Context: an optimization exercise on an open-source flow, tuned for small area, a short achievable clock period and few clock cycles per item. The choices shown serve that exercise and are no tape-out recipe.
RTL that was checked went through simulation tests only; none was proved equivalent to the original.
Power is estimated from default activity; no workload was simulated.

v6:
==> module unpipelined_divider, before the edit <==
module unpipelined_divider #
(
    parameter N = 32
)
(
    input wire [N-1:0] dividend,
    input wire [N-1:0] divisor,
    input wire start,
    input wire rst,
    input wire clk,
    output wire [N-1:0] quotient,
    output wire [N-1:0] remainder,
    output reg done
);
    reg [N-1:0] rem_reg;    
    reg [N-1:0] dq_reg;     
    reg [4:0]   cnt;        
    reg         busy;
    wire d_nz = |divisor;
    wire sk3 = (|divisor[31:24]) | (d_nz & ~(|dividend[31:8]));
    wire sk2 = (|divisor[31:16]) | (d_nz & ~(|dividend[31:16]));
    wire sk1 = (|divisor[31:8])  | (d_nz & ~(|dividend[31:24]));
    wire [1:0] sh = sk3 ? 2'd3 : sk2 ? 2'd2 : sk1 ? 2'd1 : 2'd0;
    wire [2*N-1:0] load = {{N{1'b0}}, dividend} << {sh, 3'b000};
    wire [N:0] t = {rem_reg, dq_reg[N-1]};
    wire [N-1:0] r_step;
    wire ge;
    div_step #(.N(N)) step (.t(t), .divisor(divisor), .r(r_step), .ge(ge));
    always @(posedge clk) begin
        if (start) begin
            rem_reg <= load[2*N-1:N];
            dq_reg  <= load[N-1:0];
        end else begin
            rem_reg <= r_step;
            dq_reg  <= {dq_reg[N-2:0], ge};
        end
    end
    always @(posedge clk) begin
        if (start) cnt <= {sh, 3'b000};
        else       cnt <= cnt + 5'd1;
    end
    always @(posedge clk or posedge rst) begin
        if (rst) begin
            busy <= 1'b0;
            done <= 1'b0;
        end else begin
            done <= busy && (cnt == 5'd31);
            if (start)
                busy <= 1'b1;
            else if (cnt == 5'd31)
                busy <= 1'b0;
        end
    end
    assign quotient  = dq_reg;
    assign remainder = rem_reg;
endmodule
export LEC_CHECK = 0
export CAP_MARGIN = 20
export CORE_MARGIN = 2
export CORE_UTILIZATION = 55
export CTS_BUF_LIST = sky130_fd_sc_hd__clkbuf_4 sky130_fd_sc_hd__clkbuf_8
export SETUP_SLACK_MARGIN = 1.0
export SLEW_MARGIN = 20
create_clock -name core_clock -period 4.0 [get_ports {clk}]
standard.sh (not shown) runs the stock make flow with config.mk's settings and CLKGATE_MAP_FILE= SYNTH_SCRIPT=/design/flow/synth_recipe.tcl, a recipe that flattens the netlist after the stock synthesis.
==> flow/flow/run.sh <==
#!/bin/bash
# The standard layout, with the port buffers set to the library's smallest
# plain buffer (buffer_ports otherwise picks a delay cell) and the settings
# below passed to the ORFS make.
set -euo pipefail
export BUFFER_PORTS_ARGS="-buffer_cell sky130_fd_sc_hd__buf_1"

bash standard.sh > standard.log 2>&1
v6 closes out successfully: all stages finished, all timing, DRC and antenna checks passed.
[inputs] v7 vs v6
--- a/flow/design.v
+++ b/flow/design.v
@@ -11,49 +11,63 @@
     output wire [N-1:0] quotient,
     output wire [N-1:0] remainder,
     output reg done
 );
     reg [N-1:0] rem_reg;    
-    reg [N-1:0] dq_reg;     
+    reg [N-1:0] quot_reg;   
     reg [4:0]   cnt;        
     reg         busy;
     wire d_nz = |divisor;
     wire sk3 = (|divisor[31:24]) | (d_nz & ~(|dividend[31:8]));
     wire sk2 = (|divisor[31:16]) | (d_nz & ~(|dividend[31:16]));
     wire sk1 = (|divisor[31:8])  | (d_nz & ~(|dividend[31:24]));
     wire [1:0] sh = sk3 ? 2'd3 : sk2 ? 2'd2 : sk1 ? 2'd1 : 2'd0;
-    wire [2*N-1:0] load = {{N{1'b0}}, dividend} << {sh, 3'b000};
-    wire [N:0] t = {rem_reg, dq_reg[N-1]};
+    wire [N-1:0] rem_load = sh == 2'd3 ? {8'd0, dividend[N-1:8]} :
+                            sh == 2'd2 ? {16'd0, dividend[N-1:16]} :
+                            sh == 2'd1 ? {24'd0, dividend[N-1:24]} : {N{1'b0}};
+    reg x_reg;
+    wire [N-1:0] x_by_cnt;
+    genvar k;
+    generate
+        for (k = 0; k < N - 1; k = k + 1) begin : xb
+            assign x_by_cnt[k] = dividend[N-2-k];
+        end
+    endgenerate
+    assign x_by_cnt[N-1] = 1'b0;
+    wire x_first = dividend[{~sh, 3'b111}];
+    wire [N:0] t = {rem_reg, x_reg};
     wire [N-1:0] r_step;
     wire ge;
     div_step #(.N(N)) step (.t(t), .divisor(divisor), .r(r_step), .ge(ge));
     always @(posedge clk) begin
         if (start) begin
-            rem_reg <= load[2*N-1:N];
-            dq_reg  <= load[N-1:0];
+            rem_reg  <= rem_load;
+            quot_reg <= {N{1'b0}};
+            x_reg    <= x_first;
         end else begin
-            rem_reg <= r_step;
-            dq_reg  <= {dq_reg[N-2:0], ge};
+            rem_reg  <= r_step;
+            quot_reg <= {quot_reg[N-2:0], ge};
+            x_reg    <= x_by_cnt[cnt];
         end
-    end
-    always @(posedge clk) begin
-        if (start) cnt <= {sh, 3'b000};
-        else       cnt <= cnt + 5'd1;
     end
     always @(posedge clk or posedge rst) begin
         if (rst) begin
             busy <= 1'b0;
             done <= 1'b0;
+            cnt  <= 5'd0;
         end else begin
             done <= busy && (cnt == 5'd31);
-            if (start)
+            if (start) begin
                 busy <= 1'b1;
-            else if (cnt == 5'd31)
-                busy <= 1'b0;
+                cnt  <= {sh, 3'b000};
+            end else if (busy) begin
+                cnt <= cnt + 5'd1;
+                if (cnt == 5'd31) busy <= 1'b0;
+            end
         end
     end
-    assign quotient  = dq_reg;
+    assign quotient  = quot_reg;
     assign remainder = rem_reg;
 endmodule
 module div_step #(parameter N = 32) (
     input  wire [N:0]   t,
     input  wire [N-1:0] divisor,
--- outcome ---
Worst setup path startpoint = divisor[0]: v7; worst setup path startpoint = dividend[29]: v6. Relative to v6, the internal power of v7 is higher by about 55%. Taking v6 as the reference, in v7 proportion of register bits with asynchronous set or reset after synthesis saw an increase; fraction of area in multi-input gates saw a decrease; cell count of the worst reg-to-reg path saw an increase; global-route usage saw a decrease. A heaviest power group of combinational logic is what v7 shows, while registers belongs to v6. Run comparison: v6 worst setup path endpoint dq_reg[25]; v7 worst setup path endpoint rem_reg[1].
No functional check of the RTL was part of any run of this note.


Another version of the RTL of unpipelined_divider (not shown whole).
Size in the first run: roughly 550 cells after synthesis, roughly 130 I/O pins, ~4600 µm² of cells after synthesis.
clock: 4.0 ns
lec_check: 0
cap_margin: 20
core_margin: 2
core_utilization: 55
cts_buf_list: sky130_fd_sc_hd__clkbuf_4 sky130_fd_sc_hd__clkbuf_8
setup_slack_margin: 1.0
slew_margin: 20
synth_hierarchical: 1
synth_minimum_keep_size: 0
==> flow/flow/run.sh <==
#!/bin/bash
# The standard layout (standard.sh) with two changes:
#  - the final ABC mapping of the standard synthesis uses flow/abc_map.script
#    (ORFS's speed script without its blanket upsizing);
#  - the port buffers are the library's smallest plain buffer (buffer_ports
#    otherwise picks a delay cell).
set -euo pipefail
here=$(pwd)
export FLOW_SYNTH_TCL=$here/synth_recipe.tcl
export MY_ABC_SCRIPT=$here/flow/abc_map.script
export BUFFER_PORTS_ARGS="-buffer_cell sky130_fd_sc_hd__buf_1"
sed "s#SYNTH_SCRIPT=[^ ]*#SYNTH_SCRIPT=$here/flow/my_synth.tcl#" standard.sh > my_standard.sh
grep -q "SYNTH_SCRIPT=$here/flow/my_synth.tcl" my_standard.sh
bash my_standard.sh > standard.log 2>&1
==> flow/flow/abc_map.script <==
&get -n
&st
&dch
&nf
&st
&syn2
&if -g -K 6
&synch2
&nf
&st
&syn2
&if -g -K 6
&synch2
&nf
&st
&syn2
&if -g -K 6
&synch2
&nf
&st
&syn2
&if -g -K 6
&synch2
&nf
&st
&syn2
&if -g -K 6
&synch2
&nf
&put
buffer -c
topo
stime -c

dnsize -c
==> flow/flow/my_synth.tcl <==
# The standard flow's synthesis (synth_recipe.tcl, unchanged), except that the final ABC
# technology mapping runs flow/abc_map.script instead of ORFS's speed script
proc abc {args} {
  set i [lsearch -exact $args -script]
  if {$i >= 0} {
    lset args [expr {$i + 1}] $::env(MY_ABC_SCRIPT)
  }
  yosys abc {*}$args
}
source $::env(FLOW_SYNTH_TCL)
Testbench counts at the start, summed over its fixed seeds: cycles 10,456, items 512.
==> next run, changes <==
--- a/flow/design.v
+++ b/flow/design.v
@@ -40,18 +40,19 @@
             assign x_by_cnt[k] = dividend[N-2-k];
         end
     endgenerate
     assign x_by_cnt[N-1] = 1'b0;
     wire x_first = dividend[{~sh, 3'b111}];
     wire [N:0] t = {rem_reg, x_reg};
     wire [N-1:0] diff;
-    wire ge;
-    div_step step (.a(t[N-1:0]), .b(divisor), .top(t[N]), .diff(diff), .ge(ge));
+    wire ge, ge_n;
+    div_step step (.a(t[N-1:0]), .b(divisor), .top(t[N]), .diff(diff), .ge(ge),
+                   .ge_n(ge_n));
     wire take;
-    and2b tk (.a(ge), .b_n(start), .y(take));
+    nor2 tk (.a(ge_n), .b(start), .y(take));
     wire [N-1:0] rem_hold = rem_load | ({N{~start}} & t[N-1:0]);
     wire [N-1:0] rem_next;
     generate
         for (k = 0; k < N; k = k + 1) begin : rnext
             mux2 mg (.s(take), .a(rem_hold[k]), .b(diff[k]), .y(rem_next[k]));
         end
     endgenerate
@@ -80,15 +81,16 @@
     assign remainder = rem_reg;
 endmodule
 module div_step (
     input  wire [31:0] a,
     input  wire [31:0] b,
     input  wire        top,
     output wire [31:0] diff,
-    output wire        ge
+    output wire        ge,
+    output wire        ge_n
 );
     wire x = top;
     wire g0_0;
     sk_gen0 l0 (.a(a[0]), .b(b[0]), .g(g0_0));
     wire g0_1, p0_1;
     sk_gen  lg1 (.a(a[1]), .b(b[1]), .g(g0_1));
     sk_prop lp1 (.a(a[1]), .b(b[1]), .p(p0_1));
@@ -390,15 +392,16 @@
     sk_dotg_p n76 (.gh(g4_28), .ph(p4_28), .gl(g4_15), .g(g5_28));
     wire g5_29;
     sk_dotg_n n77 (.gh(g4_29), .ph(p4_29), .gl(g4_15_c), .g(g5_29));
     wire g5_30;
     sk_dotg_n n78 (.gh(g4_30), .ph(p4_30), .gl(g4_15_c), .g(g5_30));
     wire g5_31;
     sk_dotg_p_x n79 (.gh(g4_31), .ph(p4_31), .gl(g4_15), .x(x), .g(g5_31));
-    assign ge = ~g5_31;
+    assign ge_n = g5_31;
+    sk_inv i_ge (.a(g5_31), .y(ge));
     sk_diff0 s0 (.a(a[0]), .b(b[0]), .s(diff[0]));
     sk_sum s1 (.p(p0_1), .c(g0_0), .s(diff[1]));
     sk_sumn s2 (.p(p0_2), .c(g1_1), .s(diff[2]));
     sk_sumn s3 (.p(p0_3), .c(g2_2), .s(diff[3]));
     sk_sum s4 (.p(p0_4), .c(g2_3), .s(diff[4]));
     sk_sumn s5 (.p(p0_5), .c(g3_4), .s(diff[5]));
     sk_sum s6 (.p(p0_6), .c(g3_5), .s(diff[6]));
@@ -424,16 +427,16 @@
     sk_sumn s26 (.p(p0_26), .c(g5_25), .s(diff[26]));
     sk_sumn s27 (.p(p0_27), .c(g5_26), .s(diff[27]));
     sk_sum s28 (.p(p0_28), .c(g5_27), .s(diff[28]));
     sk_sumn s29 (.p(p0_29), .c(g5_28), .s(diff[29]));
     sk_sum s30 (.p(p0_30), .c(g5_29), .s(diff[30]));
     sk_sum s31 (.p(p0_31), .c(g5_30), .s(diff[31]));
 endmodule
-module and2b (input wire a, input wire b_n, output wire y);
-    assign y = a & ~b_n;
+module nor2 (input wire a, input wire b, output wire y);
+    assign y = ~(a | b);
 endmodule
 module mux2 (input wire s, input wire a, input wire b, output wire y);
     assign y = s ? b : a;
 endmodule
 module or8 (input wire [7:0] a, output wire y);
     assign y = |a;
 endmodule
Hold slack gets worse by 0.0034 ns.
Clock skew barely changes.
Clock power increases by about 0.9%.
Synthesized cell count does not change.
Wire length increases by 1.5%.
Register-to-register slack gets worse by 0.04 ns.
Synthesized area stays flat.
Flip-flop and latch count stays the same.
Sequential share of layout area hardly moves.
Utilization increases by 0.25 points.
Maximum frequency decreases by 1.2%.
Setup slack gets worse by 0.034 ns.
Cell count barely changes.
Count of clock-buffer cells in the layout is unchanged.
The RTL of the second run of this note was laid out without a check of its function.


## trial 84
The RTL this note starts from:
==> flow/design.v <==
module unpipelined_divider #
(
    parameter N = 32
)
(
    input wire [N-1:0] dividend,
    input wire [N-1:0] divisor,
    input wire start,
    input wire rst,
    input wire clk,
    output wire [N-1:0] quotient,
    output wire [N-1:0] remainder,
    output reg done
);
    reg [N-1:0] rem_reg;    
    reg [N-1:0] dq_reg;     
    reg [4:0]   cnt;        
    reg         busy;
    wire d_nz = |divisor;
    wire sk3 = (|divisor[31:24]) | (d_nz & ~(|dividend[31:8]));
    wire sk2 = (|divisor[31:16]) | (d_nz & ~(|dividend[31:16]));
    wire sk1 = (|divisor[31:8])  | (d_nz & ~(|dividend[31:24]));
    wire [1:0] sh = sk3 ? 2'd3 : sk2 ? 2'd2 : sk1 ? 2'd1 : 2'd0;
    wire [2*N-1:0] load = {{N{1'b0}}, dividend} << {sh, 3'b000};
    wire [N:0]   shifted = {rem_reg, dq_reg[N-1]};
    wire [N+1:0] diff    = {1'b0, shifted} - {2'b0, divisor};
    wire         ge      = ~diff[N+1];
    always @(posedge clk) begin
        if (start) begin
            rem_reg <= load[2*N-1:N];
            dq_reg  <= load[N-1:0];
        end else begin
            rem_reg <= ge ? diff[N-1:0] : shifted[N-1:0];
            dq_reg  <= {dq_reg[N-2:0], ge};
        end
    end
    always @(posedge clk or posedge rst) begin
        if (rst) begin
            busy <= 1'b0;
            done <= 1'b0;
            cnt  <= 5'd0;
        end else begin
            done <= busy && (cnt == 5'd31);
            if (start) begin
                busy <= 1'b1;
                cnt  <= {sh, 3'b000};
            end else if (busy) begin
                cnt <= cnt + 5'd1;
                if (cnt == 5'd31) busy <= 1'b0;
            end
        end
    end
    assign quotient  = dq_reg;
    assign remainder = rem_reg;
endmodule
==> flow/config.mk <==
export PLATFORM = sky130hd
export DESIGN_NAME = unpipelined_divider
export DESIGN_NICKNAME = unpipelined_divider
export VERILOG_FILES = /design/flow/design.v
export SDC_FILE = /design/flow/constraint.sdc
export NUM_CORES = 4
export LEC_CHECK = 0
export CAP_MARGIN = 20
export CORE_MARGIN = 2
export CORE_UTILIZATION = 40
export SLEW_MARGIN = 20
==> flow/constraint.sdc <==
create_clock -name core_clock -period 4.0 [get_ports {clk}]
set_input_delay 0.8000 -clock core_clock [delete_from_list [all_inputs] [get_ports {clk}]]
set_output_delay 0.8000 -clock core_clock [all_outputs]
set_load 0.01 [all_outputs]
==> flow/flow/run.sh <==
#!/bin/bash
# The standard layout, except that the port buffers are the library's
# smallest plain buffer instead of the delay cell buffer_ports picks.
set -euo pipefail
export BUFFER_PORTS_ARGS="-buffer_cell sky130_fd_sc_hd__buf_1"
bash standard.sh > standard.log 2>&1
Trial 84 | status: complete | timing, DRC, antenna: pass
Input changes introduced in trial 27 (baseline for comparison: trial 84):
--- a/flow/design.v
+++ b/flow/design.v
@@ -21,17 +21,39 @@
     wire sk2 = (|divisor[31:16]) | (d_nz & ~(|dividend[31:16]));
     wire sk1 = (|divisor[31:8])  | (d_nz & ~(|dividend[31:24]));
     wire [1:0] sh = sk3 ? 2'd3 : sk2 ? 2'd2 : sk1 ? 2'd1 : 2'd0;
     wire [2*N-1:0] load = {{N{1'b0}}, dividend} << {sh, 3'b000};
-    wire [N:0]   shifted = {rem_reg, dq_reg[N-1]};
-    wire [N+1:0] diff    = {1'b0, shifted} - {2'b0, divisor};
-    wire         ge      = ~diff[N+1];
+    wire [N:0] t = {rem_reg, dq_reg[N-1]};
+    wire [N-1:0] p = ~(t[N-1:0] ^ divisor);
+    wire [N-1:0] g0 = t[N-1:0] & ~divisor;
+    wire [N-1:0] gi = {g0[N-1:1], g0[0] | p[0]};
+    wire [N-1:0] G [0:5];
+    wire [N-1:0] P [0:5];
+    assign G[0] = gi;
+    assign P[0] = p;
+    genvar l, i;
+    generate
+        for (l = 0; l < 5; l = l + 1) begin : lvl
+            for (i = 0; i < N; i = i + 1) begin : bitp
+                if ((i >> l) & 1) begin : comb
+                    assign G[l+1][i] = G[l][i] | (P[l][i] & G[l][((i >> l) << l) - 1]);
+                    assign P[l+1][i] = P[l][i] & P[l][((i >> l) << l) - 1];
+                end else begin : pass
+                    assign G[l+1][i] = G[l][i];
+                    assign P[l+1][i] = P[l][i];
+                end
+            end
+        end
+    endgenerate
+    wire [N-1:0] cin  = {G[5][N-2:0], 1'b1};
+    wire [N-1:0] diff = p ^ cin;
+    wire         ge   = t[N] | G[5][N-1];
     always @(posedge clk) begin
         if (start) begin
             rem_reg <= load[2*N-1:N];
             dq_reg  <= load[N-1:0];
         end else begin
-            rem_reg <= ge ? diff[N-1:0] : shifted[N-1:0];
+            rem_reg <= ge ? diff : t[N-1:0];
             dq_reg  <= {dq_reg[N-2:0], ge};
         end
     end
     always @(posedge clk or posedge rst) begin
Comparing trial 84 against trial 27, there is no change at all in post-CTS setup repair buffer count.
Taking trial 84 as the reference, in trial 27 wire length on met2 barely changed; fraction of final layout cells with drive strength greater than 1 decreased by 0.29 points relative to the old numbers.
Die boundary width | trial 27 below trial 84
Between trial 27 and trial 84, it is trial 27 whose combinational power share is lower, by 3.4 points.
Reported for trial 84 and trial 27, count of inserted antenna diode cells turned out identical to the last digit.
No run of this note included a check of the RTL's function; only the layout flow was run.

afterwards: timing with drivers on the ports:
The flow's constraints put no driver on any port. The routed layouts listed below were extracted and timed again, unchanged, in two steps. Step 1 sets driving cells, clkbuf_16 on the clock port and buf_2 on the other inputs (assumed; they add their load-dependent delay and slew). Step 2 times the ports against the registers' clock, not the clock port: input delays grow and output delays shrink by t, the midpoint of the rising clock arrivals with the driver on. Slacks: no drivers / after step 1 / after step 2; pairs: no drivers / after step 1.
run	t (ns)	slack for setup (ns)	slew at the worst register clock pin (ns)	pins driven straight from the clock port
v6	0.378	1.047 / 1.061 / 0.683	0.09 / 0.09	1
v7	0.382	0.999 / 0.991 / 0.609	0.10 / 0.10	1
the first run of note 2	0.383	1.226 / 1.234 / 0.851	0.09 / 0.09	1
the second run of note 2	0.383	1.192 / 1.205 / 0.823	0.09 / 0.09	1
trial 84	0.367	0.459 / 0.471 / 0.104	0.06 / 0.06	1
trial 27	0.377	0.561 / 0.578 / 0.201	0.06 / 0.06	1
After both steps setup and hold are still met in every run listed. The setup slack of v7, which loses most, moves by -0.008 ns with the drivers and by -0.390 ns with both steps.
